What follows belongs to an exercise in optimizing a design on an open flow for small area; a production flow would make more cautious choices.
In this exercise RTL edits were held to simulation tests only and were not proved equivalent to the original.

### flow/run.sh
#!/bin/bash
# synth_recipe.tcl (not shown) runs the flow's synth.tcl, then flattens the netlist and writes it again
# the make line also repeats each setting of config.mk as NAME=value (left out here)
make -C /OpenROAD-flow-scripts/flow DESIGN_CONFIG=/design/flow/config.mk WORK_HOME=/design/flow/orfs CLKGATE_MAP_FILE= SYNTH_SCRIPT=/design/flow/synth_recipe.tcl finish
### flow/config.mk
export PLATFORM = sky130hd
export DESIGN_NAME = odo_keccak800
export DESIGN_NICKNAME = odo_keccak800
export VERILOG_FILES = /design/flow/design.v
export SDC_FILE = /design/flow/constraint.sdc
export NUM_CORES = 4
export LEC_CHECK = 0
export CAP_MARGIN = 20
export CORE_MARGIN = 2
export CORE_UTILIZATION = 45
export PLACE_DENSITY = 0.55
export SLEW_MARGIN = 20
export SYNTH_HIERARCHICAL = 1
export SYNTH_MINIMUM_KEEP_SIZE = 0
### flow/constraint.sdc
create_clock -name core_clock -period 5.0 [get_ports {clk}]
set_input_delay 1.0000 -clock core_clock [delete_from_list [all_inputs] [get_ports {clk}]]
set_output_delay 1.0000 -clock core_clock [all_outputs]
set_load 0.01 [all_outputs]
### flow/design.v
module keccak_next_round(in, out);
    input [7:0] in;
    output [7:0] out;
    assign out[0] = in[7];
    assign out[1] = in[0]^ in[4]^ in[5]^ in[6];
    assign out[2] = in[1]^ in[5]^ in[6]^ in[7];
    assign out[3] = in[0]^ in[2]^ in[4]^ in[5]^ in[7];
    assign out[4] = in[0]^ in[1]^ in[3]^ in[4];
    assign out[5] = in[1]^ in[2]^ in[4]^ in[5];
    assign out[6] = in[2]^ in[3]^ in[5]^ in[6];
    assign out[7] = in[3]^ in[4]^ in[6]^ in[7];
endmodule
module keccak_key_expand(in, out);
    input [7:0] in;
    output [31:0] out;
    assign out = {in[5], 15'b0, in[4], 7'b0, in[3], 3'b0, in[2], 1'b0, in[1], in[0]};
endmodule
module keccak_xor(a, b, y);
    parameter W = 32;
    input [W-1:0] a;
    input [W-1:0] b;
    output [W-1:0] y;
    assign y = a ^ b;
endmodule
module keccak_xnor(a, b, y);
    parameter W = 32;
    input [W-1:0] a;
    input [W-1:0] b;
    output [W-1:0] y;
    assign y = ~(a ^ b);
endmodule
module keccak_orn(a, b, y);
    parameter W = 32;
    input [W-1:0] a;
    input [W-1:0] b;
    output [W-1:0] y;
    assign y = a | (~b);
endmodule
module keccak_muxn(s, a, b, y);
    parameter W = 32;
    input s;
    input [W-1:0] a;
    input [W-1:0] b;
    output [W-1:0] y;
    assign y = ~(s ? b : a);
endmodule
module keccak_theta(in, out);
    input [799:0] in;
    output [799:0] out;
    wire [159:0] p01, p23, p03, parity, rotated, d;
    genvar i;
    generate
    for (i = 0; i < 5; i = i+1)
    begin : loop1
        keccak_xor x01(in[((i)*(32)) +: 32], in[((i+5)*(32)) +: 32], p01[((i)*(32)) +: 32]);
        keccak_xor x23(in[((i+10)*(32)) +: 32], in[((i+15)*(32)) +: 32], p23[((i)*(32)) +: 32]);
        keccak_xor x03(p01[((i)*(32)) +: 32], p23[((i)*(32)) +: 32], p03[((i)*(32)) +: 32]);
        keccak_xor x04(p03[((i)*(32)) +: 32], in[((i+20)*(32)) +: 32], parity[((i)*(32)) +: 32]);
        assign rotated[((i)*(32)) +: 32] = {parity[32*i+30:32*i], parity[32*i+31]};
    end
    for (i = 0; i < 5; i = i+1)
    begin : loop2
        keccak_xor xd(parity[(((i+4)%5)*(32)) +: 32], rotated[(((i+1)%5)*(32)) +: 32], d[((i)*(32)) +: 32]);
    end
    endgenerate
    generate
    for (i = 0; i < 25; i = i+1)
    begin : loop3
        keccak_xor xo(in[((i)*(32)) +: 32], d[((i%5)*(32)) +: 32], out[((i)*(32)) +: 32]);
    end
    endgenerate
endmodule
module keccak_rho(in, out);
    input [799:0] in;
    output [799:0] out;
    assign out = {
        in[785:768],in[799:786],
        in[743:736],in[767:744],
        in[706:704],in[735:707],
        in[701:672],in[703:702],
        in[653:640],in[671:654],
        in[631:608],in[639:632],
        in[586:576],in[607:587],
        in[560:544],in[575:561],
        in[530:512],in[543:531],
        in[502:480],in[511:503],
        in[472:448],in[479:473],
        in[422:416],in[447:423],
        in[404:384],in[415:405],
        in[373:352],in[383:374],
        in[348:320],in[351:349],
        in[299:288],in[319:300],
        in[264:256],in[287:265],
        in[249:224],in[255:250],
        in[211:192],in[223:212],
        in[187:160],in[191:188],
        in[132:128],in[159:133],
        in[99:96],in[127:100],
        in[65:64],in[95:66],
        in[62:32],in[63:63],
        in[31:0]
    };
endmodule
module keccak_pi(in, out);
    input [799:0] in;
    output [799:0] out;
    genvar x;
    genvar y;
    generate
    for (x = 0; x < 5; x = x+1)
    begin : outer
        for (y = 0; y < 5; y = y+1)
        begin : loop
            assign out[(((((0*x+1*y)%5)+5*((2*x+3*y)%5)))*(32)) +: 32] = in[(((((x)%5)+5*((y)%5)))*(32)) +: 32];
        end
    end
    endgenerate
endmodule
module keccak_chi_iota(in, roundkey, out);
    parameter INV = 0;
    input [799:0] in;
    input [7:0] roundkey;
    output [799:0] out;
    wire [31:0] expanded = {roundkey[5], 15'b0, roundkey[4], 7'b0, roundkey[3], 3'b0,
                            roundkey[2], 1'b0, roundkey[1], roundkey[0]};
    genvar i;
    generate
    for (i = 0; i < 25; i = i+1)
    begin : loop
        localparam i1 = i-(i%5)+((i+1)%5);
        localparam i2 = i-(i%5)+((i+2)%5);
        wire [31:0] a;
        wire [31:0] t;
        if (i == 0)
        begin : lane0
            assign a = in[((i)*(32)) +: 32] ^ expanded;
        end
        else
        begin : lanen
            assign a = in[((i)*(32)) +: 32];
        end
        if (INV)
        begin : inv
            keccak_orn n(in[((i2)*(32)) +: 32], in[((i1)*(32)) +: 32], t);
            keccak_xor x(a, t, out[((i)*(32)) +: 32]);
        end
        else
        begin : noinv
            keccak_orn n(in[((i1)*(32)) +: 32], in[((i2)*(32)) +: 32], t);
            keccak_xnor x(a, t, out[((i)*(32)) +: 32]);
        end
    end
    endgenerate
endmodule
module keccak_round_comb(in, roundkey, out);
    parameter INV = 0;  
    input [799:0] in;
    input [7:0] roundkey;
    output [799:0] out;
    function [799:0] rho;
        input [799:0] in;
        rho = {
            in[785:768],in[799:786],
            in[743:736],in[767:744],
            in[706:704],in[735:707],
            in[701:672],in[703:702],
            in[653:640],in[671:654],
            in[631:608],in[639:632],
            in[586:576],in[607:587],
            in[560:544],in[575:561],
            in[530:512],in[543:531],
            in[502:480],in[511:503],
            in[472:448],in[479:473],
            in[422:416],in[447:423],
            in[404:384],in[415:405],
            in[373:352],in[383:374],
            in[348:320],in[351:349],
            in[299:288],in[319:300],
            in[264:256],in[287:265],
            in[249:224],in[255:250],
            in[211:192],in[223:212],
            in[187:160],in[191:188],
            in[132:128],in[159:133],
            in[99:96],in[127:100],
            in[65:64],in[95:66],
            in[62:32],in[63:63],
            in[31:0]
        };
    endfunction
    function [799:0] pi;
        input [799:0] in;
        integer x, y;
        begin
            pi = 800'b0;
            for (x = 0; x < 5; x = x+1)
                for (y = 0; y < 5; y = y+1)
                    pi[(((((0*x+1*y)%5)+5*((2*x+3*y)%5)))*(32)) +: 32] = in[(((((x)%5)+5*((y)%5)))*(32)) +: 32];
        end
    endfunction
    wire [799:0] after_theta;
    keccak_theta    theta (in, after_theta);
    keccak_chi_iota #(INV) chi (pi(rho(after_theta)), roundkey, out);
endmodule
module keccak_padding(in, out);
    parameter WIDTH = 0;
    input [WIDTH-1:0] in;
    output [807:0] out;
    assign out = {8'h35, {799-WIDTH{1'b0}}, 1'b1, in};
endmodule
module keccak_hasher(clk, rst, in, read, out, write);
    parameter WIDTH = 0;  
    parameter THROUGHPUT = 0;  
    localparam ROUNDS = 12;
    input clk;
    input rst;
    input [WIDTH-1:0] in;
    input read;
    output [255:0] out;
    output write;
    reg [799:0] state;
    reg [3:0] progress;
    genvar i;
    wire [807:0] padded = {8'h35, {799-WIDTH{1'b0}}, 1'b1, in};
    function [7:0] key;
        input integer r;
        integer j;
        reg [7:0] k;
        begin
            k = 8'h35;
            for (j = 0; j < r; j = j+1)
                k = {k[3]^k[4]^k[6]^k[7], k[2]^k[3]^k[5]^k[6], k[1]^k[2]^k[4]^k[5],
                     k[0]^k[1]^k[3]^k[4], k[0]^k[2]^k[4]^k[5]^k[7], k[1]^k[5]^k[6]^k[7],
                     k[0]^k[4]^k[5]^k[6], k[7]};
            key = k;
        end
    endfunction
    wire load = ~(progress[0] | progress[1] | progress[2]);
    wire [7:0] key_a = progress[0] ? key(2) : progress[1] ? key(5) :
                       progress[2] ? key(8) : key(11);
    wire [7:0] key_b0 = progress[0] ? key(3) : progress[1] ? key(6) :
                        progress[2] ? key(9) : key(0);
    wire [7:0] key_b1 = progress[0] ? key(4) : progress[1] ? key(7) :
                        progress[2] ? key(10) : key(1);
    wire [799:0] after_a, start_n, after_b0, after_b1;
    keccak_round_comb round_a(state, key_a, after_a);
    generate
    for (i = 0; i < 640; i = i+1)
    begin : muxes
        keccak_muxn #(1) mux(load, after_a[i], padded[i], start_n[i]);
    end
    endgenerate
    assign start_n[799:640] = ~(load ? padded[799:640] : after_a[799:640]);
    keccak_round_comb #(1) round_b0(start_n, key_b0, after_b0);
    keccak_round_comb round_b1(after_b0, key_b1, after_b1);
    always @(posedge clk)
    begin
        state <= after_b1;
        progress <= rst ? 4'b0 : {progress[2:0], read};
    end
    assign out = after_a[255:0];
    assign write = progress[3];
endmodule
module odo_keccak800(clk, rst, in, read, out, write);
    input clk;
    input rst;
    input [639:0] in;
    input read;
    output [255:0] out;
    output write;
    keccak_hasher #(640, 4) hash(clk, rst, in, read, out, write);
endmodule
==> results of run 1 <==
==> metrics by stage <==
| stage | setup WS [ns] |
|---|---|
| floorplan | -12.47 |
| CTS | -1.646 |
| global placement | -3.770 |
| detailed placement | -3.228 |
==> Yosys stat by module, one instance, submodules excluded, excerpt <==
module,flops+latches,cells,times used
keccak_orn,0,32,75
keccak_xnor,0,32,50
keccak_xor,0,32,175
==> synth_stat cells <==
library cell / instances / area [µm²]
mux2i_1: 640 / 6406
nor2b_1: 3 / 18.77
nand2b_1: 2401 / 15020
buf_6: 6 / 67.56
nand2_1: 129 / 484.2
buf_8: 3 / 45.04
xor2_1: 5618 / 49200
clkbuf_1: 2 / 7.510
a21oi_1: 1 / 5.000
a21o_1: 1 / 7.510
dfxtp_1: 804 / 16100
or3_1: 1 / 6.260
xnor2_1: 1600 / 14010
conb_1: 1 / 3.750
buf_2: 2 / 10.01
buf_1: 5 / 18.77
o21bai_1: 1 / 7.510
nand2_2: 30 / 187.7
nor2_1: 3 / 11.26
inv_1: 4 / 15.01
==> cell families after synthesis <==
group | Yosys count | share of synthesized area
AO/OA/AOI/OAI | 3 | 0.0001970
XOR/XNOR | 7218 | 0.6220
buffers and inverters | 22 | 0.001613
flip-flops | 804 | 0.1584
multiplexers | 640 | 0.06303
other | 1 | 0.00003690
AND/OR/NAND/NOR | 2567 | 0.1548
==> layer usage <==
metal  track usage  overflow
met3        0.8389       494
met2         1.376     18594
met4         1.053      3280
met1        0.9247       790
met5        0.7297        35
==> how the worst max path moves through the flow <==
stage                                 from                       to  slack [ns]
4_1_cts             hash.state[82]$_DFF_P_  hash.state[302]$_DFF_P_       -1.65
3_5_place_dp        hash.state[15]$_DFF_P_  hash.state[442]$_DFF_P_       -3.23
3_3_place_gp       hash.state[175]$_DFF_P_  hash.state[798]$_DFF_P_       -3.77
2_1_floorplan  hash.progress[0]$_SDFF_PP0_  hash.state[250]$_DFF_P_      -12.47
==> what timing repair did <==
item	CTS
endpoints found under the setup margin	985
buffers inserted	576
gates resized for setup	2280
pin swaps	878
cloned	0
==> flow_metrics.env, run 1 <==
export IMPL_synth_cell_types=20
export IMPL_num_io_pins=900
export IMPL_grt_pass1_wl_um=1710000
export IMPL_ys_seq_elements=804
export IMPL_dp_hpwl_um=902300
export IMPL_syn_nets=11898
export IMPL_ctsLongestPathBuffers=3
export IMPL_ys_seq_area_frac=0.1584
export IMPL_error="[ERROR GRT-0116] Global routing finished with congestion. Check the congestion regions in the DRC Viewer."
export IMPL_place_gp_congestion=1.748
export IMPL_cts_sinks=804
export IMPL_numCtsBuffers=99
export IMPL_grt_overflow=23193
export IMPL_portBuffers=899
export IMPL_post_dp_cell_area_um2=184300
export IMPL_outcome="aborted with a tool error"
export IMPL_rows=174
export IMPL_start_util=0.4524
export IMPL_syn_inst=11255
export IMPL_dp_cells=23340
export IMPL_die_w_um=479.2
export IMPL_cts_hold_buf=0
export IMPL_h_tree_depth=3
export IMPL_avgSynthCellArea_um2=9.030
export IMPL_yosys_warnings=9
export IMPL_cts_root_buffer="clkbuf_16"
export IMPL_grt_util_all_layers=1.045
export IMPL_grt_pass1_vias=182820
export IMPL_haltStage="global routing (5_1_grt)"
export IMPL_die_y_um=479.2
export IMPL_grt_max_degree=66
export IMPL_netlist_area_um2=101600
==> inputs of run 2 (changes only) <==
--- a/flow/config.mk
+++ b/flow/config.mk
@@ -10,2 +10,3 @@
 export CORE_UTILIZATION = 45
+export GPL_TIMING_DRIVEN = 0
 export PLACE_DENSITY = 0.55
==> flow_metrics.env, run 2 <==
export IMPL_outcome="aborted with a tool error"
export IMPL_haltStage="global routing (5_1_grt)"
export IMPL_error="[ERROR GRT-0116] Global routing finished with congestion. Check the congestion regions in the DRC Viewer."
export IMPL_async_flop_share=0
export IMPL_cts_sinks=804
export IMPL_grt_util_all_layers=0.9654
export IMPL_netlist_area_um2=101600
export IMPL_ys_seq_elements=804
export IMPL_grt_overflow=14197
export IMPL_synth_compound_gate_area_share=0.0001970
export IMPL_ys_seq_area_frac=0.1584
export IMPL_grt_max_degree=31
export IMPL_synth_top_family_by_area="XOR/XNOR gates"
export IMPL_synth_cell_types=20
export IMPL_dp_hpwl_um=879400
export IMPL_yosysMostFrequentCell="xor2_1"
export IMPL_die_w_um=479.2
export IMPL_num_io_pins=900
export IMPL_synth_edf_count=0
export IMPL_avgSynthCellArea_um2=9.030
export IMPL_grt_pass1_wl_um=1536000
export IMPL_start_util=0.4524
export IMPL_synth_top_cell_by_area="xor2_1"
export IMPL_ctsLongestPathBuffers=3
export IMPL_synth_fa_ha_area_frac=0
export IMPL_cts_root_buffer="clkbuf_16"
export IMPL_synth_top_area_frac=0.4841
export IMPL_portBuffers=899
export IMPL_h_tree_depth=3
export IMPL_place_gp_congestion=1.705
export IMPL_numCtsBuffers=96
export IMPL_muxShareOfSynthArea=0.06303
export IMPL_yosys_warnings=9
export IMPL_dp_cells=15550
export IMPL_syn_inst=11255
export IMPL_synth_simple_area_share=0.1548
export IMPL_synthFlopType="dfxtp_1"
export IMPL_synthTopCellsByCount="xor2_1 (5618), nand2b_1 (2401), xnor2_1 (1600), dfxtp_1 (804), mux2i_1 (640)"
export IMPL_rows=174
export IMPL_syn_nets=11898
export IMPL_grt_pass1_vias=138167
export IMPL_synthTopCellsByArea="xor2_1 (48%), dfxtp_1 (16%), nand2b_1 (15%)"
export IMPL_synth_xor_area_frac=0.6220
export IMPL_die_y_um=479.2
-- run 2: per-stage QoR --
| stage | worst slack (ns) | area (µm²) |
|---|---|---|
| after CTS | -2.944 | 181100 |
| after floorplan | -12.47 | 105200 |
| after detailed placement | -6.681 | 132100 |
| after global placement | -24.72 | 117900 |
-- run 2: repair_timing --
action / CTS
hold buffers: 0
hold endpoints to repair: 0
setup endpoints to repair: 1056
gates resized for setup: 3467
pin swaps: 397
gates cloned: 7
buffers inserted: 1060
-- run 2: routing by layer --
metal,GRT overflow,track usage
met2,11202,1.192
met1,306,0.9020
met5,32,0.6928
met3,270,0.8204
met4,2387,0.9326
-- run 2: modules after synthesis, one instance, submodules excluded, a selection --
module       cells inside  flip-flops and latches
keccak_xnor            32                       0
keccak_xor             32                       0
keccak_orn             32                       0
-- run 2: worst min-delay path by stage --
stage                                       end  depth (start not counted)                         from  slack [ns]
global placement    hash.progress[2]$_SDFF_PP0_                          2  hash.progress[1]$_SDFF_PP0_        0.52
detailed placement  hash.progress[1]$_SDFF_PP0_                          1  hash.progress[0]$_SDFF_PP0_        0.55
CTS                 hash.progress[1]$_SDFF_PP0_                          1  hash.progress[0]$_SDFF_PP0_        0.56
floorplan           hash.progress[2]$_SDFF_PP0_                          2  hash.progress[1]$_SDFF_PP0_        0.47
-- run 2: kinds of logic after synthesis --
family | Yosys count
multiplexers | 640
other | 1
AND/OR/NAND/NOR | 2567
buffers and inverters | 22
flip-flops | 804
AO/OA/AOI/OAI | 3
XOR/XNOR | 7218
==> inputs of run 3 (changes only) <==
--- a/flow/config.mk
+++ b/flow/config.mk
@@ -9,5 +9,5 @@
 export CORE_MARGIN = 2
-export CORE_UTILIZATION = 45
+export CORE_UTILIZATION = 35
 export GPL_TIMING_DRIVEN = 0
-export PLACE_DENSITY = 0.55
+export PLACE_DENSITY = 0.45
 export SLEW_MARGIN = 20
==> flow_metrics.env, run 3 <==
export IMPL_avgSynthCellArea_um2=9.030
export IMPL_grt_max_degree=29
export IMPL_grt_pass1_wl_um=1720000
export IMPL_grt_pass1_vias=140335
export IMPL_cts_hold_buf=0
export IMPL_dp_hpwl_um=981600
export IMPL_portBuffers=899
export IMPL_synthTopCellsByArea="xor2_1 (48%), dfxtp_1 (16%), nand2b_1 (15%)"
export IMPL_error="[ERROR GRT-0116] Global routing finished with congestion. Check the congestion regions in the DRC Viewer."
export IMPL_die_w_um=542.9
export IMPL_netlist_area_um2=101600
export IMPL_start_util=0.3524
export IMPL_cts_sinks=804
export IMPL_h_tree_depth=3
export IMPL_ys_seq_elements=804
export IMPL_grt_overflow=7114
export IMPL_synth_edf_count=0
export IMPL_dp_cells=16495
export IMPL_synth_top_area_frac=0.4841
export IMPL_synth_cell_types=20
export IMPL_syn_nets=11898
export IMPL_num_io_pins=900
export IMPL_ys_seq_area_frac=0.1584
export IMPL_numCtsBuffers=104
export IMPL_synth_top_cell_by_area="xor2_1"
export IMPL_place_gp_congestion=1.526
export IMPL_grt_util_all_layers=0.8474
export IMPL_outcome="aborted with a tool error"
export IMPL_rows=197
export IMPL_yosysMostFrequentCell="xor2_1"
export IMPL_async_flop_share=0
export IMPL_syn_inst=11255
export IMPL_synthFlopType="dfxtp_1"
export IMPL_cts_root_buffer="clkbuf_16"
export IMPL_ctsLongestPathBuffers=3
export IMPL_yosys_warnings=9
export IMPL_die_y_um=542.9
export IMPL_synthTopCellsByCount="xor2_1 (5618), nand2b_1 (2401), xnor2_1 (1600), dfxtp_1 (804), mux2i_1 (640)"
export IMPL_haltStage="global routing (5_1_grt)"
-- run 3: modules after synthesis, one instance, submodules excluded, a selection --
module | area (µm²) | flops+latches | copies in the design
keccak_orn | 200.2 | 0 | 75
keccak_xnor | 280.3 | 0 | 50
keccak_xor | 280.3 | 0 | 175
-- run 3: logic make-up after synthesis --
| family | after synthesis | synth area share |
|---|---|---|
| DFF | 804 | 0.1584 |
| muxes | 640 | 0.06303 |
| other | 1 | 0.00003690 |
| xor gates and xnor gates | 7218 | 0.6220 |
| buffers and inverters | 22 | 0.001613 |
| and+or+nand+nor | 2567 | 0.1548 |
| AOI/OAI and AO/OA | 3 | 0.0001970 |
-- run 3: how the worst max path moves through the flow --
stage                                startpoint                      end  slack [ns]
CTS                     hash.state[453]$_DFF_P_  hash.state[102]$_DFF_P_       -2.91
detailed placement      hash.state[270]$_DFF_P_  hash.state[426]$_DFF_P_       -6.93
global placement    hash.progress[0]$_SDFF_PP0_  hash.state[102]$_DFF_P_      -27.11
floorplan           hash.progress[0]$_SDFF_PP0_  hash.state[250]$_DFF_P_      -12.47
-- run 3: routing by layer --
metal  overflow  track usage
met2       4841       0.9881
met3         78       0.7447
met4       2114       0.7799
met5          4       0.5670
met1         77       0.8445
-- run 3: repair_timing --
| action | 4_1_cts |
|---|---|
| gates resized for setup | 3768 |
| setup buffers | 1246 |
| setup endpoints to repair | 1056 |
| gates cloned | 12 |
| pin swaps | 583 |
-- run 3: per-stage QoR --
stage	setup WS [ns]	util	hold slack [ns]	cell area, µm²
floorplan	-12.47	-	0.4734	105200
global placement	-27.11	0.4124	0.5285	118900
detailed placement	-6.930	0.4817	0.5776	138900
CTS	-2.909	0.6694	0.5865	193100
==> inputs of run 4 (changes only) <==
--- a/flow/config.mk
+++ b/flow/config.mk
@@ -7,8 +7,7 @@
 export LEC_CHECK = 0
-export CAP_MARGIN = 20
+export CAP_MARGIN = 10
 export CORE_MARGIN = 2
-export CORE_UTILIZATION = 35
-export GPL_TIMING_DRIVEN = 0
-export PLACE_DENSITY = 0.45
-export SLEW_MARGIN = 20
+export CORE_UTILIZATION = 60
+export PLACE_DENSITY = 0.7
+export SLEW_MARGIN = 10
 export SYNTH_HIERARCHICAL = 1
==> flow_metrics.env, run 4 <==
export IMPL_die_w_um=415.6
export IMPL_place_gp_congestion=1.984
export IMPL_rows=151
export IMPL_async_flop_share=0
export IMPL_synthTopCellsByArea="xor2_1 (48%), dfxtp_1 (16%), nand2b_1 (15%)"
export IMPL_error="[ERROR DPL-0038] Utilization greater than 100%, impossible to legalize"
export IMPL_yosys_warnings=9
export IMPL_syn_nets=11898
export IMPL_synth_top_area_frac=0.4841
export IMPL_synthFlopType="dfxtp_1"
export IMPL_outcome="aborted with a tool error"
export IMPL_avgSynthCellArea_um2=9.030
export IMPL_num_io_pins=900
export IMPL_syn_inst=11255
export IMPL_synthTopCellsByCount="xor2_1 (5618), nand2b_1 (2401), xnor2_1 (1600), dfxtp_1 (804), mux2i_1 (640)"
export IMPL_synth_edf_count=0
export IMPL_ys_seq_area_frac=0.1584
export IMPL_netlist_area_um2=101600
export IMPL_portBuffers=899
export IMPL_synth_top_cell_by_area="xor2_1"
export IMPL_haltStage="detailed placement (3_5_place_dp)"
export IMPL_ys_seq_elements=804
export IMPL_start_util=0.6017
export IMPL_yosysMostFrequentCell="xor2_1"
export IMPL_synth_cell_types=20
export IMPL_die_y_um=415.6
## run 4: cell counts after synthesis
No cell type changed its count.
## run 4: stage by stage
step                    area (µm²)  std cells  setup TNS [ns]
after floorplan             105200      11255        -9905.80
after global placement      179300      22342        -2407.31
## run 4: Yosys stat by module, one instance, submodules excluded, excerpt
module / flip-flops and latches / cell area, µm² / cells / times used
keccak_orn: 0 / 200.2 / 32 / 75
keccak_xnor: 0 / 280.3 / 32 / 50
keccak_xor: 0 / 280.3 / 32 / 175
## run 4: worst min path at each step
| stage | startpoint | to | cells past startpoint |
|---|---|---|---|
| 3_3_place_gp | hash.progress[2]$_SDFF_PP0_ | hash.progress[3]$_SDFF_PP0_ | 2 |
| 2_1_floorplan | hash.progress[1]$_SDFF_PP0_ | hash.progress[2]$_SDFF_PP0_ | 2 |
## run 4: cells by family after synthesis
group	synth area share
AO/OA/AOI/OAI	0.0001970
XOR/XNOR	0.6220
buffers and inverters	0.001613
flip-flops	0.1584
multiplexers	0.06303
other	0.00003690
AND/OR/NAND/NOR	0.1548
==> inputs of run 5 (changes only) <==
--- a/flow/design.v
+++ b/flow/design.v
@@ -38,8 +38,12 @@
 endmodule
-module keccak_muxn(s, a, b, y);
-    parameter W = 32;
-    input s;
-    input [W-1:0] a;
-    input [W-1:0] b;
-    output [W-1:0] y;
+module keccak_muxn(clk, s_next, a, b, y);
+    parameter W = 32;
+    input clk;
+    input s_next;
+    input [W-1:0] a;
+    input [W-1:0] b;
+    output [W-1:0] y;
+    reg s;
+    always @(posedge clk)
+        s <= s_next;
     assign y = ~(s ? b : a);
@@ -154,3 +158,3 @@
 endmodule
-module keccak_round_comb(in, roundkey, out);
+module keccak_rpci(in, roundkey, out);
     parameter INV = 0;  
@@ -199,5 +203,3 @@
     endfunction
-    wire [799:0] after_theta;
-    keccak_theta    theta (in, after_theta);
-    keccak_chi_iota #(INV) chi (pi(rho(after_theta)), roundkey, out);
+    keccak_chi_iota #(INV) chi (pi(rho(in)), roundkey, out);
 endmodule
@@ -219,5 +221,5 @@
     output write;
-    reg [799:0] state;
-    reg [3:0] progress;
     genvar i;
+    reg [799:0] ra, rb, rc;
+    reg [ROUNDS-1:0] progress;
     wire [807:0] padded = {8'h35, {799-WIDTH{1'b0}}, 1'b1, in};
@@ -236,27 +238,33 @@
     endfunction
-    wire load = ~(progress[0] | progress[1] | progress[2]);
-    wire [7:0] key_a = progress[0] ? key(2) : progress[1] ? key(5) :
-                       progress[2] ? key(8) : key(11);
-    wire [7:0] key_b0 = progress[0] ? key(3) : progress[1] ? key(6) :
-                        progress[2] ? key(9) : key(0);
-    wire [7:0] key_b1 = progress[0] ? key(4) : progress[1] ? key(7) :
-                        progress[2] ? key(10) : key(1);
-    wire [799:0] after_a, start_n, after_b0, after_b1;
-    keccak_round_comb round_a(state, key_a, after_a);
-    generate
-    for (i = 0; i < 640; i = i+1)
+    wire [7:0] key_a = (progress[0] ? key(0) : 8'b0) | (progress[3] ? key(3) : 8'b0) |
+                       (progress[6] ? key(6) : 8'b0) | (progress[9] ? key(9) : 8'b0);
+    wire [7:0] key_b = (progress[1] ? key(1) : 8'b0) | (progress[4] ? key(4) : 8'b0) |
+                       (progress[7] ? key(7) : 8'b0) | (progress[10] ? key(10) : 8'b0);
+    wire [7:0] key_c = (progress[2] ? key(2) : 8'b0) | (progress[5] ? key(5) : 8'b0) |
+                       (progress[8] ? key(8) : 8'b0) | (progress[11] ? key(11) : 8'b0);
+    wire load = ~(progress[2] | progress[5] | progress[8]);
+    wire load_next = rst | ~(progress[1] | progress[4] | progress[7]);
+    wire [799:0] xa, xb, xc, start_n, ta_n, tb, tc;
+    keccak_rpci #(1) rpci_a(ra, key_a, xa);
+    keccak_theta     theta_b(xa, tb);
+    keccak_rpci #(0) rpci_b(rb, key_b, xb);
+    keccak_theta     theta_c(xb, tc);
+    keccak_rpci #(0) rpci_c(rc, key_c, xc);
+    generate
+    for (i = 0; i < 20; i = i+1)
     begin : muxes
-        keccak_muxn #(1) mux(load, after_a[i], padded[i], start_n[i]);
-    end
-    endgenerate
-    assign start_n[799:640] = ~(load ? padded[799:640] : after_a[799:640]);
-    keccak_round_comb #(1) round_b0(start_n, key_b0, after_b0);
-    keccak_round_comb round_b1(after_b0, key_b1, after_b1);
+        keccak_muxn #(32) mux(clk, load_next, xc[((i)*(32)) +: 32], padded[((i)*(32)) +: 32], start_n[((i)*(32)) +: 32]);
+    end
+    endgenerate
+    assign start_n[799:640] = ~(load ? padded[799:640] : xc[799:640]);
+    keccak_theta     theta_a(start_n, ta_n);
     always @(posedge clk)
     begin
-        state <= after_b1;
-        progress <= rst ? 4'b0 : {progress[2:0], read};
-    end
-    assign out = after_a[255:0];
-    assign write = progress[3];
+        ra <= ta_n;
+        rb <= tb;
+        rc <= tc;
+        progress <= rst ? {ROUNDS{1'b0}} : {progress[ROUNDS-2:0], read};
+    end
+    assign out = xc[255:0];
+    assign write = progress[ROUNDS-1];
 endmodule
--- a/flow/config.mk
+++ b/flow/config.mk
@@ -7,7 +7,8 @@
 export LEC_CHECK = 0
-export CAP_MARGIN = 10
+export CAP_MARGIN = 20
 export CORE_MARGIN = 2
-export CORE_UTILIZATION = 60
-export PLACE_DENSITY = 0.7
-export SLEW_MARGIN = 10
+export CORE_UTILIZATION = 30
+export GPL_TIMING_DRIVEN = 0
+export PLACE_DENSITY = 0.4
+export SLEW_MARGIN = 20
 export SYNTH_HIERARCHICAL = 1
==> flow_metrics.env, run 5 <==
export IMPL_outcome="complete, but fails checks"
export IMPL_failed_checks="max-capacitance violations, max-slew violations, negative setup slack"
export IMPL_final_period_utilization=1.171
export IMPL_ctsLongestPathBuffers=4
export IMPL_place_gp_congestion=1.260
export IMPL_drtAntennaViolNets=0
export IMPL_final_net_count=15085
export IMPL_grt_pass1_vias=109055
export IMPL_final_common_cell="xor2_1"
export IMPL_routed_wl_um=1432000
export IMPL_max_freq_mhz=170.8
export IMPL_reg2reg_from="hash.muxes[3].mux.s$_DFF_P_"
export IMPL_numCtsBuffers=309
export IMPL_startpoint="hash.muxes[3].mux.s$_DFF_P_"
export IMPL_drv_slew=213
export IMPL_reg_largest_list="hash.ra (800), hash.rb (800), hash.rc (800)"
export IMPL_cap_violations=33
export IMPL_endpoint="hash.ra[788]$_DFF_P_"
export IMPL_start_util=0.3015
export IMPL_fillers=44401
export IMPL_critPathKind="reg2reg"
export IMPL_worstPathMaxFanout=10
export IMPL_drc=0
export IMPL_syn_nets=13619
export IMPL_layout_setup_ws_ns=-0.8547
export IMPL_avgSynthCellArea_um2=10.43
export IMPL_drive_gt1_frac=0.1095
export IMPL_fin_crit_ns=5.855
export IMPL_crit_path_start_kind="register"
export IMPL_h_tree_depth=5
export IMPL_reg2reg_setup_slack_ns=-0.85
export IMPL_cp_arrival_ns=6.68
export IMPL_cts_root_buffer="clkbuf_16"
export IMPL_grt_overflow=0
export IMPL_viasPerCell=5.782
export IMPL_rr_worst_depth=8
export IMPL_crit_required_ns=5.82
export IMPL_drtIter0Drc=25317
export IMPL_dp_hpwl_um=1265000
export IMPL_rows=246
export IMPL_syn2layout_area_growth_pct=32.96
export IMPL_tns_ns=-45.71
export IMPL_end_kind="register"
export IMPL_final_cell_mix="xor2_1 (4990), nand2b_1 (2400), dfxtp_1 (2370)"
export IMPL_r2r_end="hash.ra[788]$_DFF_P_"
export IMPL_antenna_found_initial=780
export IMPL_syn_inst=12976
export IMPL_portBuffers=899
export IMPL_clk_latency_ns=1.07
export IMPL_grt_util_all_layers=0.6021
export IMPL_grt_max_degree=21
export IMPL_hold_class="reg2reg"
export IMPL_dieArea_um2=456700
export IMPL_num_io_pins=900
export IMPL_yosys_warnings=10
export IMPL_setup_viol=192
export IMPL_drt_pass1_iter_count=7
export IMPL_die_w_um=675.8
export IMPL_grt_pass1_wl_um=1654000
export IMPL_die_y_um=675.8
export IMPL_hold_viol=0
export IMPL_path_clk_slew_ns=0.07
export IMPL_worst_pin_slew_ns=2.420
export IMPL_core_area_um2=449100
export IMPL_slew_headroom=-0.6191
export IMPL_wl_per_cell_um=60.78
export IMPL_skew_ns=0.08697
export IMPL_cts_tree="built"
export IMPL_dp_slack_ns=-0.9777
export IMPL_vias=136210
export IMPL_netlist_area_um2=135400
export IMPL_cts_sinks=2432
==> run 5: metrics by stage <==
step	hold WS, ns	utilization	std cells	cell area (µm²)
after global routing	0.5144	0.3933	22210	176600
after detailed placement	0.4838	0.3582	20077	160900
final	0.4976	0.4008	23556	180000
after global placement	0.4727	0.3381	19827	151800
after CTS	0.4960	0.3829	20637	172000
after floorplan	0.4460	-	12976	135400
==> run 5: layer usage <==
| layer | vias up | wire length, µm | GRT usage |
|---|---|---|---|
| met2 | 16825 | 534700 | 0.7795 |
| met4 | 192 | 175400 | 0.6033 |
| met3 | 5467 | 221300 | 0.4075 |
| li1 | 45680 | - | - |
| met1 | 68046 | 496600 | 0.6253 |
| met5 | - | 3844 | 0.03630 |
==> run 5: worst min path at each step <==
stage,from,endpoint,slack [ns],cells after the start
after floorplan,hash.progress[6]$_SDFF_PP0_,hash.progress[7]$_SDFF_PP0_,0.45,1
after global placement,hash.progress[6]$_SDFF_PP0_,hash.progress[7]$_SDFF_PP0_,0.47,1
after detailed placement,hash.progress[4]$_SDFF_PP0_,hash.progress[5]$_SDFF_PP0_,0.48,1
after CTS,hash.progress[9]$_SDFF_PP0_,hash.progress[10]$_SDFF_PP0_,0.50,1
after global routing,hash.progress[9]$_SDFF_PP0_,hash.progress[10]$_SDFF_PP0_,0.51,1
final,hash.progress[9]$_SDFF_PP0_,hash.progress[10]$_SDFF_PP0_,0.50,1
==> run 5: area by class of cell <==
type	instances	area, µm²	area share
Antenna cell	2914	7292	0.04051
Buffer	98	1286	0.007145
Clock buffer	411	8666	0.04814
Clock inverter	148	2163	0.01202
Inverter	1	6.256	0.00003475
Multi-Input combinational cell	10445	91300	0.5072
Sequential cell	2432	48760	0.2709
Tap cell	5952	7447	0.04137
Timing Repair Buffer	1155	13080	0.07268
==> run 5: worst max-delay path, cell delays in order, from the launching register on <==
cell and delay [ns]:
dfxtp_1 0.33, buf_6 0.37, buf_8 0.35, mux2i_1 0.59, xor2_1 0.22, xor2_1 0.22, xor2_1 1.48, xor2_1 0.65
xor2_1 1.30
==> run 5: what timing repair did <==
item / in CTS / in global routing
pin swaps: 1 / 1
buffers inserted: 1 / 1
setup endpoints to repair: 25 / 11
hold buffers: 0 / 0
gates resized for setup: 30 / 11
==> inputs of run 6 (changes only) <==
--- a/flow/config.mk
+++ b/flow/config.mk
@@ -9,5 +9,4 @@
 export CORE_MARGIN = 2
-export CORE_UTILIZATION = 30
-export GPL_TIMING_DRIVEN = 0
-export PLACE_DENSITY = 0.4
+export CORE_UTILIZATION = 25
+export PLACE_DENSITY = 0.32
 export SLEW_MARGIN = 20
==> flow_metrics.env, run 6 <==
export IMPL_final_net_count=16533
export IMPL_cp_top_family="XOR/XNOR gates"
export IMPL_crit_path_start_kind="register"
export IMPL_drtIter0Drc=22253
export IMPL_grt_pass1_vias=112469
export IMPL_drive_gt1_frac=0.1707
export IMPL_antenna_found_initial=730
export IMPL_hold_class="reg2reg"
export IMPL_dieArea_um2=547400
export IMPL_routed_wl_um=1541000
export IMPL_post_dp_cell_area_um2=169300
export IMPL_cpPeakStageDelay_ns=1.09
export IMPL_cts_hold_buf=0
export IMPL_place_gp_congestion=1.160
export IMPL_crit_required_ns=5.86
export IMPL_path_cells="buf_4, mux2i_1, xor2_1, xor2_1, xor2_1, xor2_1, buf_4, xor2_1"
export IMPL_syn2layout_area_growth_pct=38.59
export IMPL_drt_pass1_iter_count=5
export IMPL_final_cell_mix="xor2_1 (5293), nand2b_1 (2401), dfxtp_1 (2358)"
export IMPL_cts_tree="built"
export IMPL_h_tree_depth=5
export IMPL_drtAntennaViolNets=0
export IMPL_hold_viol=0
export IMPL_outcome="complete, but fails checks"
export IMPL_clk_latency_ns=1.09
export IMPL_crit_path_top_delay_cell="dfxtp_4"
export IMPL_end_kind="register"
export IMPL_grt_pass1_wl_um=1762000
export IMPL_grt_util_all_layers=0.5384
export IMPL_skew_ns=0.1032
export IMPL_final_period_utilization=1.021
export IMPL_avgSynthCellArea_um2=10.43
export IMPL_path_clk_slew_ns=0.06
export IMPL_failed_checks="max-capacitance violations, max-slew violations, negative setup slack"
export IMPL_top_usage_layer="met2"
export IMPL_use_met1=0.6152
export IMPL_num_io_pins=900
export IMPL_max_freq_mhz=195.9
export IMPL_start_util=0.2506
export IMPL_wl_per_cell_um=59.09
export IMPL_worst_pin_slew_ns=1.781
export IMPL_viasPerCell=5.061
export IMPL_numCtsBuffers=322
export IMPL_cts_sinks=2432
export IMPL_die_w_um=739.9
export IMPL_cts_resized=0
export IMPL_slew_headroom=-0.1874
export IMPL_tns_ns=-0.1042
export IMPL_cp_common_cell="xor2_1"
export IMPL_core_area_um2=540200
export IMPL_final_common_cell="xor2_1"
export IMPL_vias=132018
export IMPL_ctsLongestPathBuffers=4
export IMPL_met3_usage=0.2616
export IMPL_rows=270
export IMPL_dp_hpwl_um=1402000
export IMPL_grt_max_degree=79
export IMPL_rsz0062_at_grt="no"
export IMPL_yosys_warnings=10
export IMPL_postLayoutCellArea_um2=187600
export IMPL_syn_nets=13619
export IMPL_portBuffers=899
export IMPL_drc=0
export IMPL_drv_slew=13
export IMPL_die_y_um=739.9
export IMPL_grt_overflow=0
export IMPL_setup_viol=1
export IMPL_post_cts_buffers=0
export IMPL_fin_crit_ns=5.104
export IMPL_syn_inst=12976
export IMPL_critPathKind="reg2reg"
export IMPL_cp_arrival_ns=5.96
export IMPL_netlist_area_um2=135400
export IMPL_layout_setup_ws_ns=-0.1042
export IMPL_grt_use_met2=0.6969
export IMPL_worstPathMaxFanout=19
export IMPL_crit_buf_inv=2
export IMPL_cts_root_buffer="clkbuf_16"
export IMPL_reg_largest_list="hash.ra (800), hash.rb (800), hash.rc (800)"
export IMPL_cap_violations=2
==> run 6: worst register-to-register path, stage by stage, from the launching register on <==
cell,delay (ns)
dfxtp_4,1.09
buf_4,0.59
mux2i_1,0.71
xor2_1,0.24
xor2_1,0.20
xor2_1,0.94
xor2_1,0.26
buf_4,0.27
xor2_1,0.61
==> run 6: layer usage <==
| layer | vias up | share of wire |
|---|---|---|
| met5 | - | 0.00077 |
| met4 | 176 | 0.12 |
| met3 | 3483 | 0.13 |
| met2 | 12375 | 0.38 |
| met1 | 67443 | 0.37 |
| li1 | 48541 | - |
==> run 6: area by class of cell <==
type / count / area (µm²)
fillers: 55796 / 352600
multi-input cells: 10445 / 88450
flip-flops and latches: 2432 / 48830
repair buffers: 2688 / 23130
clock buffers: 433 / 9159
well taps: 7208 / 9019
diodes: 2723 / 6814
clock inverters: 156 / 2217
inverters: 1 / 8.758
==> run 6: final timing paths <==
path                               startpoint                          end  slack (ns)  depth (start not counted)
hold reg to reg   hash.progress[8]$_SDFF_PP0_  hash.progress[9]$_SDFF_PP0_        0.52                          1
setup reg to reg  hash.muxes[8].mux.s$_DFF_P_         hash.ra[251]$_DFF_P_       -0.10                          8
setup / recovery  hash.muxes[8].mux.s$_DFF_P_         hash.ra[251]$_DFF_P_       -0.10                          8
hold / removal    hash.progress[8]$_SDFF_PP0_  hash.progress[9]$_SDFF_PP0_        0.52                          1
==> run 6: through the flow <==
stage	std cells	hold slack (ns)	util	worst slack, ns
2_1_floorplan	12976	0.4460	-	2.273
3_3_place_gp	22756	0.5169	0.3125	-1.781
3_5_place_dp	22773	0.5154	0.3135	0.2964
4_1_cts	23362	0.5197	0.3346	0.09870
5_1_grt	25319	0.5336	0.3438	0.1464
6_report	26086	0.5239	0.3473	-0.1042
==> inputs of run 7 (changes only) <==
--- a/flow/config.mk
+++ b/flow/config.mk
@@ -7,7 +7,9 @@
 export LEC_CHECK = 0
-export CAP_MARGIN = 20
+export CAP_MARGIN = 10
 export CORE_MARGIN = 2
-export CORE_UTILIZATION = 25
-export PLACE_DENSITY = 0.32
-export SLEW_MARGIN = 20
+export CORE_UTILIZATION = 45
+export CTS_BUF_LIST = sky130_fd_sc_hd__clkbuf_8
+export GPL_TIMING_DRIVEN = 0
+export PLACE_DENSITY = 0.55
+export SLEW_MARGIN = 10
 export SYNTH_HIERARCHICAL = 1
==> flow_metrics.env, run 7 <==
export IMPL_ctsLongestPathBuffers=4
export IMPL_die_y_um=552.5
export IMPL_syn_nets=13619
export IMPL_error="[ERROR GRT-0116] Global routing finished with congestion. Check the congestion regions in the DRC Viewer."
export IMPL_dp_hpwl_um=1005000
export IMPL_grt_pass1_vias=136898
export IMPL_avgSynthCellArea_um2=10.43
export IMPL_num_io_pins=900
export IMPL_portBuffers=899
export IMPL_post_cts_buffers=0
export IMPL_haltStage="global routing (5_1_grt)"
export IMPL_netlist_area_um2=135400
export IMPL_post_dp_cell_area_um2=153000
export IMPL_numCtsBuffers=417
export IMPL_cts_root_buffer="clkbuf_8"
export IMPL_rows=201
export IMPL_die_w_um=552.5
export IMPL_grt_overflow=5490
export IMPL_cts_hold_buf=0
export IMPL_outcome="aborted with a tool error"
export IMPL_start_util=0.4520
export IMPL_dp_cells=17959
export IMPL_yosys_warnings=10
export IMPL_syn_inst=12976
export IMPL_grt_util_all_layers=0.8190
export IMPL_grt_pass1_wl_um=1707000
export IMPL_grt_max_degree=21
export IMPL_h_tree_depth=5
export IMPL_cts_sinks=2432
export IMPL_place_gp_congestion=1.403
run 7: stage by stage:
stage                     utilization  hold slack (ns)  worst slack (ns)
after floorplan                     -           0.4460             2.273
after detailed placement       0.5107           0.4715           -0.3704
after CTS                      0.5430           0.3648         -0.006286
after global placement         0.4986           0.4694           -0.9174
run 7: layer usage:
layer,GRT overflow,GRT usage
met5,2,0.4566
met4,1596,0.7345
met3,26,0.7179
met2,3845,0.9465
met1,21,0.8393
run 7: worst min path at each step:
| stage | cells past startpoint | end | slack (ns) | startpoint |
|---|---|---|---|---|
| after global placement | 1 | hash.progress[7]$_SDFF_PP0_ | 0.47 | hash.progress[6]$_SDFF_PP0_ |
| after floorplan | 1 | hash.progress[7]$_SDFF_PP0_ | 0.45 | hash.progress[6]$_SDFF_PP0_ |
| after detailed placement | 1 | hash.progress[7]$_SDFF_PP0_ | 0.47 | hash.progress[6]$_SDFF_PP0_ |
| after CTS | 2 | hash.progress[0]$_SDFF_PP0_ | 0.36 | read |
run 7: what timing repair did:
action                                  CTS
endpoints found under the setup margin    2
hold endpoints to repair                  0
gates resized for setup                   1
==> inputs of run 8 (changes only) <==
--- a/flow/config.mk
+++ b/flow/config.mk
@@ -7,9 +7,10 @@
 export LEC_CHECK = 0
-export CAP_MARGIN = 10
+export CAP_MARGIN = 35
 export CORE_MARGIN = 2
-export CORE_UTILIZATION = 45
+export CORE_UTILIZATION = 25
 export CTS_BUF_LIST = sky130_fd_sc_hd__clkbuf_8
 export GPL_TIMING_DRIVEN = 0
-export PLACE_DENSITY = 0.55
-export SLEW_MARGIN = 10
+export PLACE_DENSITY = 0.32
+export SETUP_SLACK_MARGIN = 0.7
+export SLEW_MARGIN = 35
 export SYNTH_HIERARCHICAL = 1
==> flow_metrics.env, run 8 <==
export IMPL_crit_buf_inv=0
export IMPL_syn_inst=12976
export IMPL_vias=127581
export IMPL_path_cells="nand2b_1, xnor2_1, xor2_1, xor2_1, xor2_1, xor2_2, xor2_2"
export IMPL_drc=0
export IMPL_r2r_end="hash.rc[683]$_DFF_P_"
export IMPL_hold_viol=0
export IMPL_tns_ns=0
export IMPL_portBuffers=899
export IMPL_reg2reg_setup_slack_ns=0.16
export IMPL_dieArea_um2=547400
export IMPL_numCtsBuffers=474
export IMPL_syn_nets=13619
export IMPL_grt_pass1_wl_um=1739000
export IMPL_crit_path_top_delay_cell="xor2_2"
export IMPL_core_area_um2=540200
export IMPL_failed_checks="antenna violations, max-capacitance violations, max-slew violations"
export IMPL_wl_per_cell_um=59.94
export IMPL_cp_common_cell="xor2_1"
export IMPL_hold_start="read"
export IMPL_antenna_found_initial=804
export IMPL_drt_pass1_iter_count=6
export IMPL_critPathKind="reg2reg"
export IMPL_rsz0062_at_grt="yes"
export IMPL_dp_hpwl_um=1379000
export IMPL_crit_required_ns=6.05
export IMPL_cap_violations=1
export IMPL_start_util=0.2506
export IMPL_path_clk_slew_ns=0.07
export IMPL_reg_largest_list="hash.ra (800), hash.rb (800), hash.rc (800)"
export IMPL_place_gp_congestion=1.161
export IMPL_crit_path_start_kind="register"
export IMPL_dp_slack_ns=-1.037
export IMPL_cp_arrival_ns=5.89
export IMPL_yosys_warnings=10
export IMPL_h_tree_depth=5
export IMPL_setup_viol=0
export IMPL_outcome="complete, but fails checks"
export IMPL_hold_class="in2reg"
export IMPL_cpPeakStageDelay_ns=1.22
export IMPL_viasPerCell=4.999
export IMPL_rows=270
export IMPL_hold_path_depth=2
export IMPL_cts_sinks=2432
export IMPL_reg2reg_from="hash.rb[717]$_DFF_P_"
export IMPL_num_io_pins=900
export IMPL_drtAntennaViolNets=3
export IMPL_min_to="hash.progress[0]$_SDFF_PP0_"
export IMPL_skew_ns=0.1424
export IMPL_netlist_area_um2=135400
export IMPL_ctsLongestPathBuffers=4
export IMPL_grt_pass1_vias=106862
export IMPL_drive_gt1_frac=0.1966
export IMPL_die_y_um=739.9
export IMPL_cts_hold_buf=0
export IMPL_routed_wl_um=1530000
export IMPL_worstPathMaxFanout=14
export IMPL_die_w_um=739.9
export IMPL_cts_tree="built"
export IMPL_final_common_cell="xor2_1"
export IMPL_avgSynthCellArea_um2=10.43
export IMPL_fin_crit_ns=4.843
export IMPL_final_cell_mix="xor2_1 (4209), nand2b_1 (2400), dfxtp_1 (2209)"
export IMPL_final_period_utilization=0.9686
export IMPL_rr_worst_depth=7
export IMPL_drv_slew=15
export IMPL_grt_util_all_layers=0.5362
export IMPL_slew_headroom=-0.04689
export IMPL_drtIter0Drc=21398
export IMPL_cp_top_family="XOR/XNOR gates"
export IMPL_max_freq_mhz=206.5
export IMPL_syn2layout_area_growth_pct=44.70
export IMPL_cts_root_buffer="clkbuf_8"
export IMPL_grt_overflow=0
export IMPL_worst_pin_slew_ns=1.569
export IMPL_fillers=54621
export IMPL_clk_latency_ns=1.39
export IMPL_end_kind="register"
export IMPL_grt_max_degree=23
export IMPL_layout_setup_ws_ns=0.1571
export IMPL_final_net_count=15330
[run 8: through the flow]
step,hold WS [ns],instances,util,area [µm²]
6_report,0.2121,25523,0.3626,195900
2_1_floorplan,0.4460,12976,-,135400
3_3_place_gp,0.4803,21083,0.2840,153400
4_1_cts,0.1457,22293,0.3451,186400
3_5_place_dp,0.4922,21403,0.3197,172700
5_1_grt,0.2410,24556,0.3582,193500
[run 8: how the worst max path moves through the flow]
stage                                 start                    to  depth (start not counted)
2_1_floorplan   hash.progress[2]$_SDFF_PP0_  hash.ra[130]$_DFF_P_                         11
3_3_place_gp           hash.rb[109]$_DFF_P_  hash.rc[137]$_DFF_P_                          7
3_5_place_dp    hash.progress[2]$_SDFF_PP0_  hash.ra[450]$_DFF_P_                         11
4_1_cts        hash.muxes[16].mux.s$_DFF_P_  hash.ra[484]$_DFF_P_                          8
5_1_grt                hash.rb[717]$_DFF_P_  hash.rc[683]$_DFF_P_                          7
6_report               hash.rb[717]$_DFF_P_  hash.rc[683]$_DFF_P_                          7
[run 8: layout make-up]
cell class                 instances  area [µm²]  share of cell area
multi-input combinational      10445      102600              0.5237
sequential                      2432       48970              0.2500
timing repair buffer            1235       15110             0.07714
tap                             7208        9019             0.04604
clock buffer                     618        8506             0.04342
antenna                         3223        8065             0.04117
clock inverter                   263        2333             0.01191
buffer                            98        1299            0.006630
inverter                           1       11.26          0.00005748
[run 8: repair_timing]
item | 4_1_cts | 5_1_grt
pin swaps | 9 | 9
buffers inserted | 9 | 7
gates resized for setup | 345 | 85
setup endpoints to repair | 556 | 118
[run 8: routing by layer]
metal | routed length [µm] | track usage | up-vias
li1 | - | - | 45928
met1 | 568500 | 0.6059 | 65098
met2 | 584100 | 0.6934 | 12748
met3 | 196000 | 0.2768 | 3607
met4 | 179600 | 0.5569 | 200
met5 | 1639 | 0.003145 | -
==> inputs of run 9 (changes only) <==
--- a/flow/config.mk
+++ b/flow/config.mk
@@ -7,3 +7,3 @@
 export LEC_CHECK = 0
-export CAP_MARGIN = 35
+export CAP_MARGIN = 50
 export CORE_MARGIN = 2
@@ -14,3 +14,3 @@
 export SETUP_SLACK_MARGIN = 0.7
-export SLEW_MARGIN = 35
+export SLEW_MARGIN = 50
 export SYNTH_HIERARCHICAL = 1
==> flow_metrics.env, run 9 <==
export IMPL_grt_overflow=0
export IMPL_h_tree_depth=5
export IMPL_cts_root_buffer="clkbuf_8"
export IMPL_die_y_um=739.9
export IMPL_final_period_utilization=0.9412
export IMPL_drv_slew=0
export IMPL_start_util=0.2506
export IMPL_cts_tree="built"
export IMPL_final_net_count=15466
export IMPL_rsz0062_at_grt="yes"
export IMPL_final_common_cell="xor2_1"
export IMPL_num_io_pins=900
export IMPL_syn_nets=13619
export IMPL_ctsLongestPathBuffers=4
export IMPL_syn2layout_area_growth_pct=52.83
export IMPL_critPathKind="reg2reg"
export IMPL_routed_wl_um=1529000
export IMPL_wl_per_cell_um=60.05
export IMPL_failed_checks="antenna violations"
export IMPL_drtIter0Drc=20098
export IMPL_grt_util_all_layers=0.5371
export IMPL_dieArea_um2=547400
export IMPL_drive_gt1_frac=0.2537
export IMPL_final_cell_mix="xor2_1 (3771), nand2b_1 (2400), dfxtp_1 (1979)"
export IMPL_reg_largest_list="hash.ra (800), hash.rb (800), hash.rc (800)"
export IMPL_worst_hold_slack_ns=0.1569
export IMPL_drc=0
export IMPL_grt_pass1_wl_um=1741000
export IMPL_vias=127460
export IMPL_yosys_warnings=10
export IMPL_crit_path_start_kind="register"
export IMPL_cap_violations=0
export IMPL_rows=270
export IMPL_worstPathMaxFanout=12
export IMPL_outcome="complete, but fails checks"
export IMPL_postLayoutCellArea_um2=206900
export IMPL_path_clk_slew_ns=0.06
export IMPL_portBuffers=899
export IMPL_dp_hpwl_um=1380000
export IMPL_drtAntennaViolNets=1
export IMPL_skew_ns=0.1430
export IMPL_post_dp_cell_area_um2=186400
export IMPL_hold_class="in2reg"
export IMPL_grt_max_degree=25
export IMPL_fin_crit_ns=4.706
export IMPL_dp_cells=21524
export IMPL_max_freq_mhz=212.5
export IMPL_drt_pass1_iter_count=6
export IMPL_die_w_um=739.9
export IMPL_cts_sinks=2432
export IMPL_numCtsBuffers=477
export IMPL_crit_required_ns=6.17
export IMPL_worst_pin_slew_ns=1.026
export IMPL_antenna_found_initial=769
export IMPL_netlist_area_um2=135400
export IMPL_syn_inst=12976
export IMPL_setup_viol=0
export IMPL_core_area_um2=540200
export IMPL_avgSynthCellArea_um2=10.43
export IMPL_place_gp_congestion=1.161
export IMPL_fin_cells=25469
export IMPL_viasPerCell=5.005
export IMPL_cp_arrival_ns=5.88
export IMPL_grt_pass1_vias=108078
export IMPL_end_kind="register"
export IMPL_clk_latency_ns=1.42
export IMPL_slew_headroom=0.3151
export IMPL_hold_viol=0
export IMPL_tns_ns=0
-- run 9: path summary, 6_finish.rpt --
check,startpoint,endpoint,slack [ns],depth (start not counted)
setup / recovery,hash.muxes[16].mux.s$_DFF_P_,hash.ra[484]$_DFF_P_,0.29,8
hold / removal,read,hash.progress[0]$_SDFF_PP0_,0.16,2
hold reg to reg,hash.progress[7]$_SDFF_PP0_,hash.progress[8]$_SDFF_PP0_,0.52,1
setup reg to reg,hash.muxes[16].mux.s$_DFF_P_,hash.ra[484]$_DFF_P_,0.29,8
-- run 9: repair_timing --
item | CTS | global route
hold buffers | 0 | 0
gates resized for setup | 67 | 9
setup buffers | 12 | 6
pin swaps | 11 | 3
endpoints found under the setup margin | 98 | 20
hold endpoints to repair | 0 | 0
-- run 9: area by class of cell --
class,count,area [µm²]
inverter,1,11.26
clock buffer,607,8354
tap,7208,9019
buffer,98,1304
sequential,2432,49330
clock inverter,282,2421
multi-input combinational,10445,111500
fill,53054,333300
antenna,3028,7577
timing repair buffer,1368,17350
-- run 9: metal layers --
| metal | track usage | routed length [µm] |
|---|---|---|
| met1 | 0.6045 | 566800 |
| met2 | 0.6901 | 579600 |
| met3 | 0.2809 | 197100 |
| met4 | 0.5680 | 184500 |
| met5 | 0.005765 | 1408 |
-- run 9: worst max-delay path, stage by stage, from the launching register on --
cell and delay (ns):
dfxtp_1 0.33, buf_6 0.43, buf_8 0.32, mux2i_1 0.52
xor2_1 0.45, xor2_1 0.49, xor2_1 0.53, xor2_2 0.63
xor2_4 0.61
-- run 9: stage by stage --
step             util  setup slack (ns)
6_report       0.3830            0.2941
5_1_grt        0.3781            0.4502
4_1_cts        0.3661            0.5453
3_5_place_dp   0.3450           -0.5245
3_3_place_gp   0.2840            -2.481
2_1_floorplan       -             2.273
==> inputs of run 10 (changes only) <==
--- a/flow/config.mk
+++ b/flow/config.mk
@@ -7,10 +7,10 @@
 export LEC_CHECK = 0
-export CAP_MARGIN = 50
+export CAP_MARGIN = 45
 export CORE_MARGIN = 2
-export CORE_UTILIZATION = 25
+export CORE_UTILIZATION = 26
 export CTS_BUF_LIST = sky130_fd_sc_hd__clkbuf_8
 export GPL_TIMING_DRIVEN = 0
-export PLACE_DENSITY = 0.32
+export PLACE_DENSITY = 0.33
 export SETUP_SLACK_MARGIN = 0.7
-export SLEW_MARGIN = 50
+export SLEW_MARGIN = 45
 export SYNTH_HIERARCHICAL = 1
==> flow_metrics.env, run 10 <==
export IMPL_drv_slew=0
export IMPL_worst_hold_slack_ns=0.2703
export IMPL_crit_path_start_kind="register"
export IMPL_hold_class="in2reg"
export IMPL_drtAntennaViolNets=1
export IMPL_skew_ns=0.1114
export IMPL_drt_pass1_iter_count=7
export IMPL_die_w_um=725.6
export IMPL_syn_inst=12976
export IMPL_critPathKind="reg2reg"
export IMPL_path_clk_slew_ns=0.06
export IMPL_cts_root_buffer="clkbuf_8"
export IMPL_cts_sinks=2432
export IMPL_reg2reg_setup_slack_ns=0.35
export IMPL_syn_nets=13619
export IMPL_wl_per_cell_um=59.49
export IMPL_path_cells="buf_6, buf_8, mux2i_2, xor2_1, xor2_1, xor2_2, xor2_4, xor2_1"
export IMPL_grt_overflow=0
export IMPL_cp_arrival_ns=5.74
export IMPL_dr_max_layer_used="met5"
export IMPL_met1_length_um=545000
export IMPL_grt_pass1_vias=106944
export IMPL_outcome="complete, but fails checks"
export IMPL_drtIter0Drc=21083
export IMPL_place_gp_congestion=1.181
export IMPL_met2_length_um=562900
export IMPL_cap_violations=0
export IMPL_end_kind="register"
export IMPL_final_cell_mix="xor2_1 (4025), nand2b_1 (2400), dfxtp_1 (2097)"
export IMPL_clk_latency_ns=1.34
export IMPL_netlist_area_um2=135400
export IMPL_postLayoutCellArea_um2=198800
export IMPL_numCtsBuffers=475
export IMPL_tns_ns=0
export IMPL_hold_viol=0
export IMPL_final_period_utilization=0.9292
export IMPL_cts_tree="built"
export IMPL_num_io_pins=900
export IMPL_viasPerCell=5.104
export IMPL_drive_gt1_frac=0.2175
export IMPL_slew_headroom=0.2691
export IMPL_portBuffers=899
export IMPL_worst_pin_slew_ns=1.096
export IMPL_antenna_found_initial=779
export IMPL_final_common_cell="xor2_1"
export IMPL_h_tree_depth=5
export IMPL_ctsLongestPathBuffers=4
export IMPL_fillers=51659
export IMPL_setup_viol=0
export IMPL_final_net_count=15347
export IMPL_max_freq_mhz=215.2
export IMPL_failed_checks="antenna violations"
export IMPL_crit_required_ns=6.09
export IMPL_cp_common_cell="xor2_1"
export IMPL_fin_crit_ns=4.646
export IMPL_vias=127777
export IMPL_dieArea_um2=526500
export IMPL_crit_buf_inv=2
export IMPL_grt_max_degree=24
export IMPL_crit_path_top_delay_cell="xor2_1"
export IMPL_avgSynthCellArea_um2=10.43
export IMPL_drc=0
export IMPL_grt_util_all_layers=0.5429
export IMPL_post_dp_cell_area_um2=178200
export IMPL_dp_hpwl_um=1342000
export IMPL_die_y_um=725.6
export IMPL_grt_pass1_wl_um=1696000
export IMPL_utilization=0.3823
export IMPL_syn2layout_area_growth_pct=46.81
export IMPL_cpPeakStageDelay_ns=0.73
export IMPL_cts_hold_buf=0
export IMPL_worstPathMaxFanout=10
export IMPL_rsz0062_at_grt="yes"
export IMPL_yosys_warnings=10
export IMPL_routed_wl_um=1489000
export IMPL_reg_largest_list="hash.ra (800), hash.rb (800), hash.rc (800)"
export IMPL_rows=265
export IMPL_cp_top_family="XOR/XNOR gates"
export IMPL_wl_met3_um=194200
export IMPL_core_area_um2=519900
export IMPL_start_util=0.2604
-- run 10: final timing paths --
| check | startpoint | to | cells after the start |
|---|---|---|---|
| worst max-delay path | hash.muxes[1].mux.s$_DFF_P_ | hash.ra[571]$_DFF_P_ | 8 |
| worst min-delay path | read | hash.progress[0]$_SDFF_PP0_ | 2 |
| worst min register to register | hash.progress[10]$_SDFF_PP0_ | hash.progress[11]$_SDFF_PP0_ | 1 |
| worst max register to register | hash.muxes[1].mux.s$_DFF_P_ | hash.ra[571]$_DFF_P_ | 8 |
-- run 10: area by class of cell --
| type | instances | area (µm²) | share of cell area |
|---|---|---|---|
| multi-input combinational | 10445 | 105900 | 0.5326 |
| sequential | 2432 | 49130 | 0.2472 |
| timing repair buffer | 1251 | 15360 | 0.07728 |
| tap | 6942 | 8686 | 0.04370 |
| clock buffer | 623 | 8574 | 0.04314 |
| antenna | 2982 | 7462 | 0.03754 |
| clock inverter | 261 | 2381 | 0.01198 |
| buffer | 98 | 1296 | 0.006522 |
| inverter | 1 | 11.26 | 0.00005666 |
-- run 10: metal layers --
metal	track usage	vias up
met5	0.01324	-
met4	0.5861	194
met3	0.2867	3559
met2	0.6971	13068
met1	0.6045	65330
li1	-	45626
-- run 10: what timing repair did --
action / 4_1_cts / 5_1_grt
pin swaps: 6 / 2
setup buffers: 7 / 1
setup endpoints to repair: 233 / 27
resized for setup: 65 / 21
-- run 10: per-stage QoR --
stage,worst slack [ns],cells
floorplan,2.273,12976
global placement,-2.253,20817
detailed placement,-0.4511,21161
CTS,0.6523,22052
global route,0.5848,23913
finish,0.3541,25035

-- separate check: timing with driven ports --
No port has a modelled driver above. Below, the same layouts with a new extraction and two added sets of constraints.
Step 1 (the two cells are an assumption about what drives the block):
set clk [get_ports {clk}]
set_driving_cell -lib_cell sky130_fd_sc_hd__clkbuf_16 $clk
set_driving_cell -lib_cell sky130_fd_sc_hd__buf_2 [delete_from_list [all_inputs] $clk]
Step 2 also shifts input and output timing later by t, the mid clock arrival at the registers, as if the neighbouring blocks saw the same clock.
Three values: no drivers, after step 1, after step 2; two values: the first two.
run | shift t [ns] | setup slack, ns | worst register clock-pin slew, ns | cell pins on the clock port's net
run 5 | 1.168 | -0.855 / -0.855 / -1.151 | 0.07 / 0.07 | 1
run 6 | 1.188 | -0.104 / -0.104 / -0.104 | 0.07 / 0.07 | 1
run 8 | 1.456 | 0.157 / 0.157 / -0.161 | 0.08 / 0.08 | 1
run 9 | 1.492 | 0.294 / 0.294 / 0.155 | 0.09 / 0.09 | 1
run 10 | 1.434 | 0.354 / 0.354 / 0.056 | 0.08 / 0.08 | 1
The setup slack of run 8, which loses most, moves by 0.000 ns with the drivers and by -0.318 ns with both steps.
